This is an optimization exercise on Yosys and OpenROAD, whose aim is small area and a short achievable clock period, not a production implementation. Only the layout flow was run in this run; the RTL was not checked for function there.

## flow/run.sh

```bash
#!/bin/bash
# synth_recipe.tcl (not shown) runs the flow's synth.tcl, then flattens the netlist and writes it again
# the make line also repeats each setting of config.mk as NAME=value (left out here)
make -C /OpenROAD-flow-scripts/flow DESIGN_CONFIG=/design/flow/config.mk WORK_HOME=/design/flow/orfs CLKGATE_MAP_FILE= SYNTH_SCRIPT=/design/flow/synth_recipe.tcl finish
```

## flow/config.mk

```make
export PLATFORM = sky130hd
export DESIGN_NAME = altfp_divider_33
export DESIGN_NICKNAME = altfp_divider_33
export VERILOG_FILES = /design/flow/design.v
export SDC_FILE = /design/flow/constraint.sdc
export NUM_CORES = 4
export LEC_CHECK = 0
export ABC_CLOCK_PERIOD_IN_PS = 2500
export CAP_MARGIN = 20
export CORE_MARGIN = 2
export CORE_UTILIZATION = 45
export PLACE_DENSITY = 0.6
export SETUP_SLACK_MARGIN = 2.5
export SLEW_MARGIN = 20
```

## flow/constraint.sdc

```tcl
create_clock -name core_clock -period 5.0 [get_ports {clock}]
set_input_delay 1.0000 -clock core_clock [delete_from_list [all_inputs] [get_ports {clock}]]
set_output_delay 1.0000 -clock core_clock [all_outputs]
set_load 0.01 [all_outputs]
```

## flow/design.v

```verilog
module altfp_divider_33 (clk_en, clock, dataa, datab, result);
    input         clk_en;
    input         clock;
    input  [31:0] dataa;
    input  [31:0] datab;
    output [31:0] result;
    localparam NIT = 24;           
    localparam NDLY = 33 - 3 - NIT - 3;
    reg        s1_s;
    reg [7:0]  s1_ea, s1_eb;
    reg [22:0] s1_fa, s1_fb;
    always @(posedge clock) if (clk_en) begin
        s1_s  <= dataa[31] ^ datab[31];
        s1_ea <= dataa[30:23];
        s1_eb <= datab[30:23];
        s1_fa <= dataa[22:0];
        s1_fb <= datab[22:0];
    end
    wire a_zero = (s1_ea == 8'd0);
    wire b_zero = (s1_eb == 8'd0);
    wire a_max  = (s1_ea == 8'hff);
    wire b_max  = (s1_eb == 8'hff);
    wire a_nan  = a_max & (s1_fa != 23'd0);
    wire b_nan  = b_max & (s1_fb != 23'd0);
    wire a_inf  = a_max & ~a_nan;
    wire b_inf  = b_max & ~b_nan;
    wire r_nan  = a_nan | b_nan | (a_zero & b_zero) | (a_inf & b_inf);
    wire r_big  = r_nan | a_inf | b_zero;           
    wire r_spec = r_big | a_zero | b_inf;           
    wire a_lt_b = (s1_fa < s1_fb);
    reg        s2_s, s2_lt, s2_nan, s2_big, s2_spec;
    reg [9:0]  s2_e;
    reg [24:0] s2_dvd;
    reg [22:0] s2_fb;
    always @(posedge clock) if (clk_en) begin
        s2_s    <= s1_s;
        s2_lt   <= a_lt_b;
        s2_nan  <= r_nan;
        s2_big  <= r_big;
        s2_spec <= r_spec;
        s2_e    <= {2'b00, s1_ea} - {2'b00, s1_eb} + 10'd127;
        s2_dvd  <= a_lt_b ? {1'b1, s1_fa, 1'b0} : {1'b0, 1'b1, s1_fa};
        s2_fb   <= s1_fb;
    end
    wire [9:0]  e_n  = s2_e - {9'd0, s2_lt};
    wire ovf  = ~e_n[9] & (e_n[8] | (e_n[7:0] == 8'hff));
    wire unf  = e_n[9] | (e_n[8:0] == 9'd0);
    wire big  = s2_big | (~s2_spec & ovf);
    wire kill = s2_spec | ovf | unf;
    wire [24:0] r3 = s2_dvd - {1'b0, 1'b1, s2_fb};
    reg        s3_s;
    reg [7:0]  s3_e;
    reg [22:0] s3_fb;
    reg [23:0] s3_r;
    always @(posedge clock) if (clk_en) begin
        s3_s  <= s2_s;
        s3_e  <= big ? 8'hff : (kill ? 8'h00 : e_n[7:0]);
        s3_fb <= kill ? 23'd0 : s2_fb;
        s3_r  <= kill ? {1'b0, s2_nan, 22'd0} : r3[23:0];
    end
    wire        it_s  [0:NIT];
    wire [7:0]  it_e  [0:NIT];
    wire [22:0] it_fb [0:NIT];
    wire [25:0] it_ws [0:NIT];
    wire [25:0] it_wc [0:NIT];
    wire [NIT-1:0] it_qp [0:NIT];
    wire [NIT-1:0] it_qn [0:NIT];
    assign it_s[0]  = s3_s;
    assign it_e[0]  = s3_e;
    assign it_fb[0] = s3_fb;
    assign it_ws[0] = {2'b00, s3_r};
    assign it_wc[0] = 26'd0;
    assign it_qp[0] = {NIT{1'b0}};
    assign it_qn[0] = {NIT{1'b0}};
    genvar k;
    generate
        for (k = 0; k < NIT; k = k + 1) begin : g_it
            wire [25:0] ws = it_ws[k];
            wire [25:0] wc = it_wc[k];
            wire [4:0]  v  = ws[25:21] + wc[25:21];
            wire qp = ~v[4];
            wire qn = v[4] & ~(&v[3:0]);
            wire [25:0] d  = {3'b001, it_fb[k]};
            wire [25:0] x  = ({26{qp}} & ~d) | ({26{qn}} & d);
            wire [25:0] a2 = {ws[24:0], 1'b0};
            wire [25:0] c2 = {wc[24:0], 1'b0};
            wire [25:0] sn = a2 ^ c2 ^ x;
            wire [25:0] cn = (a2 & c2) | (a2 & x) | (c2 & x);
            reg        s;
            reg [7:0]  e;
            reg [22:0] fb;
            reg [25:0] rs, rc;
            reg [NIT-1:0] rqp, rqn;
            always @(posedge clock) if (clk_en) begin
                s   <= it_s[k];
                e   <= it_e[k];
                fb  <= it_fb[k];
                rs  <= sn;
                rc  <= {cn[24:0], qp};
                rqp <= {it_qp[k][NIT-2:0], qp};
                rqn <= {it_qn[k][NIT-2:0], qn};
            end
            assign it_s[k+1]  = s;
            assign it_e[k+1]  = e;
            assign it_fb[k+1] = fb;
            assign it_ws[k+1] = rs;
            assign it_wc[k+1] = rc;
            assign it_qp[k+1] = rqp;
            assign it_qn[k+1] = rqn;
        end
    endgenerate
    wire [25:0] fs = it_ws[NIT];
    wire [25:0] fc = it_wc[NIT];
    wire [25:0] fw = fs + fc;
    wire [25:0] fd = {3'b001, it_fb[NIT]};
    wire z0 = &((fs ^ fc) ~^ {fs[24:0] | fc[24:0], 1'b0});
    wire [25:0] gs = fs ^ fc ^ fd;
    wire [25:0] gc = {(fs[24:0] & fc[24:0]) | (fs[24:0] & fd[24:0]) | (fc[24:0] & fd[24:0]), 1'b0};
    wire z1 = &((gs ^ gc) ~^ {gs[24:0] | gc[24:0], 1'b0});
    reg        f1_s, f1_neg, f1_st;
    reg [7:0]  f1_e;
    reg [NIT-1:0] f1_qp, f1_qn;
    always @(posedge clock) if (clk_en) begin
        f1_s   <= it_s[NIT];
        f1_e   <= it_e[NIT];
        f1_neg <= fw[25];
        f1_st  <= fw[25] ? ~z1 : ~z0;
        f1_qp  <= it_qp[NIT];
        f1_qn  <= it_qn[NIT];
    end
    wire [NIT-1:0] fq = f1_qp + ~f1_qn + {{(NIT-1){1'b0}}, ~f1_neg};
    reg        st_s, st_st;
    reg [7:0]  st_e;
    reg [23:0] st_q;
    always @(posedge clock) if (clk_en) begin
        st_s  <= f1_s;
        st_e  <= f1_e;
        st_q  <= fq;
        st_st <= f1_st;
    end
    wire inc = st_q[0] & (st_st | st_q[1]);
    wire [22:0] frac = st_q[23:1] + {22'd0, inc};
    wire [31:0] rd [0:NDLY];
    reg  [31:0] rd0;
    always @(posedge clock) if (clk_en) rd0 <= {st_s, st_e, frac};
    assign rd[0] = rd0;
    generate
        for (k = 0; k < NDLY; k = k + 1) begin : g_dly
            reg [31:0] d;
            always @(posedge clock) if (clk_en) d <= rd[k];
            assign rd[k+1] = d;
        end
    endgenerate
    assign result = rd[NDLY];
endmodule
```

==> run summary <==
## Yosys cell counts, types with 23 or more instances
| library cell | number | area [um2] |
|---|---|---|
| xnor2_1 | 142 | 1240 |
| nand2_1 | 91 | 342 |
| a21oi_1 | 559 | 2800 |
| edfxtp_1 | 2918 | 87600 |
| xor2_1 | 66 | 578 |
| o21ai_0 | 87 | 435 |
| a31oi_1 | 25 | 156 |
| nand3_1 | 27 | 135 |
| nor4_1 | 28 | 175 |
| a21o_1 | 44 | 330 |
| inv_1 | 2385 | 8950 |
| fa_1 | 577 | 11600 |
| mux2_2 | 23 | 259 |
| nor2b_1 | 33 | 206 |
| clkbuf_1 | 99 | 372 |
| nand2b_1 | 42 | 263 |
| nor2_1 | 598 | 2240 |
| nor3b_1 | 24 | 180 |
| ha_1 | 290 | 3630 |
| o21a_1 | 31 | 233 |
## state kept, by name, summed over array words and instances, names as in the netlist, 24 cells and up
register	flops
s2_dvd	24
g_it.s	24
st_q	24
g_it.fb	552
g_dly.d	96
g_it.rqp	275
s3_r	24
g_it.rs	623
g_it.rc	576
g_it.e	192
rd0	32
g_it.rqn	276
## layout by cell type, fill, tap and decap left out, types with 65 or more instances in the layout
master	instances
a21oi_1	92
a21oi_2	71
a21oi_4	396
buf_12	122
buf_4	278
buf_6	134
clkbuf_16	329
clkinv_1	67
edfxtp_1	2918
fa_1	75
fa_2	502
ha_1	229
inv_1	1889
inv_2	457
nor2_1	509
xnor2_1	101
xor2_1	65
## worst max path at each step
stage	from	endpoint	slack, ns	depth (start not counted)
floorplan	g_it[9].rs[21]	g_it[10].rs[10]	2.20	13
global placement	g_it[10].rc[21]	g_it[11].rs[13]	1.23	13
detailed placement	g_it[10].rs[21]	g_it[11].rs[14]	1.17	13
CTS	g_it[7].rs[21]	g_it[8].rs[13]	1.95	15
global route	g_it[18].rc[21]	g_it[19].rs[22]	1.75	16
finish	g_it[18].rs[21]	g_it[19].rs[7]	1.82	16
## metal layers
metal,GRT usage (%),up-vias,routed length [um]
met2,33.4,887,134000
li1,-,29054,-
met5,0,-,0
met1,15.6,30508,75600
met4,7.59,0,13400
met3,2.24,584,6710
## timing repair
item                                    4_1_cts  5_1_grt
buffers inserted                            324      142
resized for setup                          1823     1044
cloned                                       81       13
endpoints found under the setup margin     1248     1224
pin swaps                                   177      215
## critical path: cells and delay by family (launching register included)
kind | cells | cell delay, ns
fa+ha+maj | 3 | 1.07
flops | 1 | 0.36
simple gates | 2 | 0.20
xor+xnor | 1 | 0.22
buf+inv | 7 | 0.66
compound gates | 3 | 0.41
## cell families after synthesis
group,synth area share (%)
flip-flops,71.3
multiplexers,0.264
XOR/XNOR,1.50
buffers and inverters,7.63
AO/OA/AOI/OAI,3.64
AND/OR/NAND/NOR,3.31
adder cells (fa/ha/maj),12.4
## layout make-up
cell class              instances  share of cell area, %
inverters                    2385                   5.91
clock buffers                 378                   5.20
well taps                    3570                   2.87
clock inverters               179                   1.24
diodes                          7                 0.0113
flip-flops and latches       2918                   56.3
multi-input cells            2868                   22.7
repair buffers                713                   5.72
## through the flow
step | std cells | util [%] | hold WS (ns) | setup slack (ns)
after global placement | 11894 | 47.8 | 0.400 | 1.23
after detailed placement | 11894 | 47.8 | 0.405 | 1.17
after global routing | 13018 | 57.4 | 0.395 | 1.75
after CTS | 12856 | 55.6 | 0.387 | 1.95
final | 13018 | 57.4 | 0.389 | 1.82
after floorplan | 8247 | - | 0.400 | 2.20
==> flow_summary_export.csv <==
group,metric,value,unit
setup_path,cp_max_fo,6,
synthesis,ys_types,66,
synthesis,syn_inst,8247,
placement,post_dp_cell_area,130000,um2
drt,antenna_left,0,
setup_path,crit_type,"flip-flop to flip-flop",
cts,cts_root_buf,"clkbuf_16",
floorplanning,rows,191,
finish,layout.nets,10129,
timing,maxSlewViolCount,0,
placement,dp_hpwl,122,mm
timing,slew-limit-headroom,15.6,%
cts,postCtsHoldBufs,0,
synthesis,yosys_warnings,1,
placement,gp_congestion,0.778,
timing,tightest_slew,1.27,ns
global_routing,grt_pass1_vias,65723,
timing,rsz0062_at_grt,"true",
drt,vias,61033,
floorplanning,initial_core_util,45.3,%
synthesis,syn_avg_cell_area,14.9,um2
placement,io_buffers,97,
synthesis,syn_nets,9180,
finish,regArea,87600,um2
cts,clk_latency,0.89,ns
drt,wirelength,230,mm
setup_path,slowest_delay,0.52,ns
global_routing,grt_usage,16.3,%
setup_path,worst-r2r-setup-slack,1.82,ns
setup_path,path_cells,"ha_2, inv_2, fa_2, nor2b_4, o21a_1, nor2_2, xnor2_2, buf_12, inv_12, buf_12, a31oi_4, buf_6, buf_16, a21oi_4, fa_2, inv_1",
timing,setup_tns,0,ns
synthesis,ys.flop_type,"edfxtp_1",
setup_path,r2r_start,"g_it[18].rs[21]",
cts,h-tree-depth,5,
synthesis,synth-edff-count,2918,
timing,final_hold_viol_count,0,
setup_path,slowest_stage,"fa_2",
setup_path,cp-start-kind,"flip-flop",
finish,final_area,156000,um2
synthesis,ys_seq_area_share,71.3,%
finish,multi_input_comb_area,35400,um2
timing,min_period_over_period,63.5,%
global_routing,antenna_found_initial,2,
floorplanning,die_area,277000,um2
timing,max_freq,315,MHz
cts,cts_sinks,2918,
cts,cts_buffers,310,
synthesis,netlist_area,123000,um2
setup_path,end_kind,"flip-flop",
status,status,"complete, no violations",
timing,skew,0.0490,ns
global_routing,grt_pass1_wl,354,mm
min_path,min_to,"g_it[6].e[2]",
setup_path,crit_required,5.65,ns
min_path,min-delay-start,"g_it[5].e[2]",
synthesis,ys_ff_latch,2918,
floorplanning,ios,98,
drt,drtPass1Iterations,8,
drt,viasPerCell,4.69,
drt,dr.first_iter.drc_count,2832,
job,max_cap_violations,0,
finish,nFillCells,20410,
finish,drive_gt1_share,31.9,%
min_path,min_path_cells,0,
global_routing,grt_max_degree,167,
floorplanning,die_w,527,um
finish,area_delta_synth_final,26.6,%
setup_path,arrival,3.82,ns
floorplanning,fp.coreArea,271000,um2
setup_path,reg2reg_depth,16,
global_routing,gr-total-overflow,0,
drt,post_drt_wl_per_cell,17.7,um
cts,clk_pin_slew_worst_paths,0.06,ns
drt,drc,0,
synthesis,async_flop_share,0,%
setup_path,reg2reg_to,"g_it[19].rs[7]",
timing,period_minus_slack,3.18,ns
timing,finalSetupViolCount,0,
floorplanning,die_y,527,um
cts,cts_tree,"done",
min_path,min_path_type,"flip-flop to flip-flop",
cts,clockBufferDepth,4,

what the ideal ports hide:
The results above use ideal ports. As a check the final layout listed here was re-extracted and re-timed, cells and wires unchanged. Step 1 assumes that a clkbuf_16 drives the clock port and a buf_2 every other input. Step 2 moves the port delays by t, midway between the first and last clock arrival at a register: inputs arrive t later, outputs are due t later. That takes back most of the time a late clock gives input paths. Slacks: ideal / step 1 / step 2; pairs: ideal / step 1.
t, ns: 0.960
setup WS [ns]: 1.824 / 1.824 / 1.824
worst register clock-pin slew, ns: 0.06 / 0.06
worst slew at a driven data input, ns: 0.08
pins driven straight from the clock port: 1
After both steps this run still meets setup and hold. The setup slack of this run moves by 0.000 ns with the drivers and by 0.000 ns with both steps.
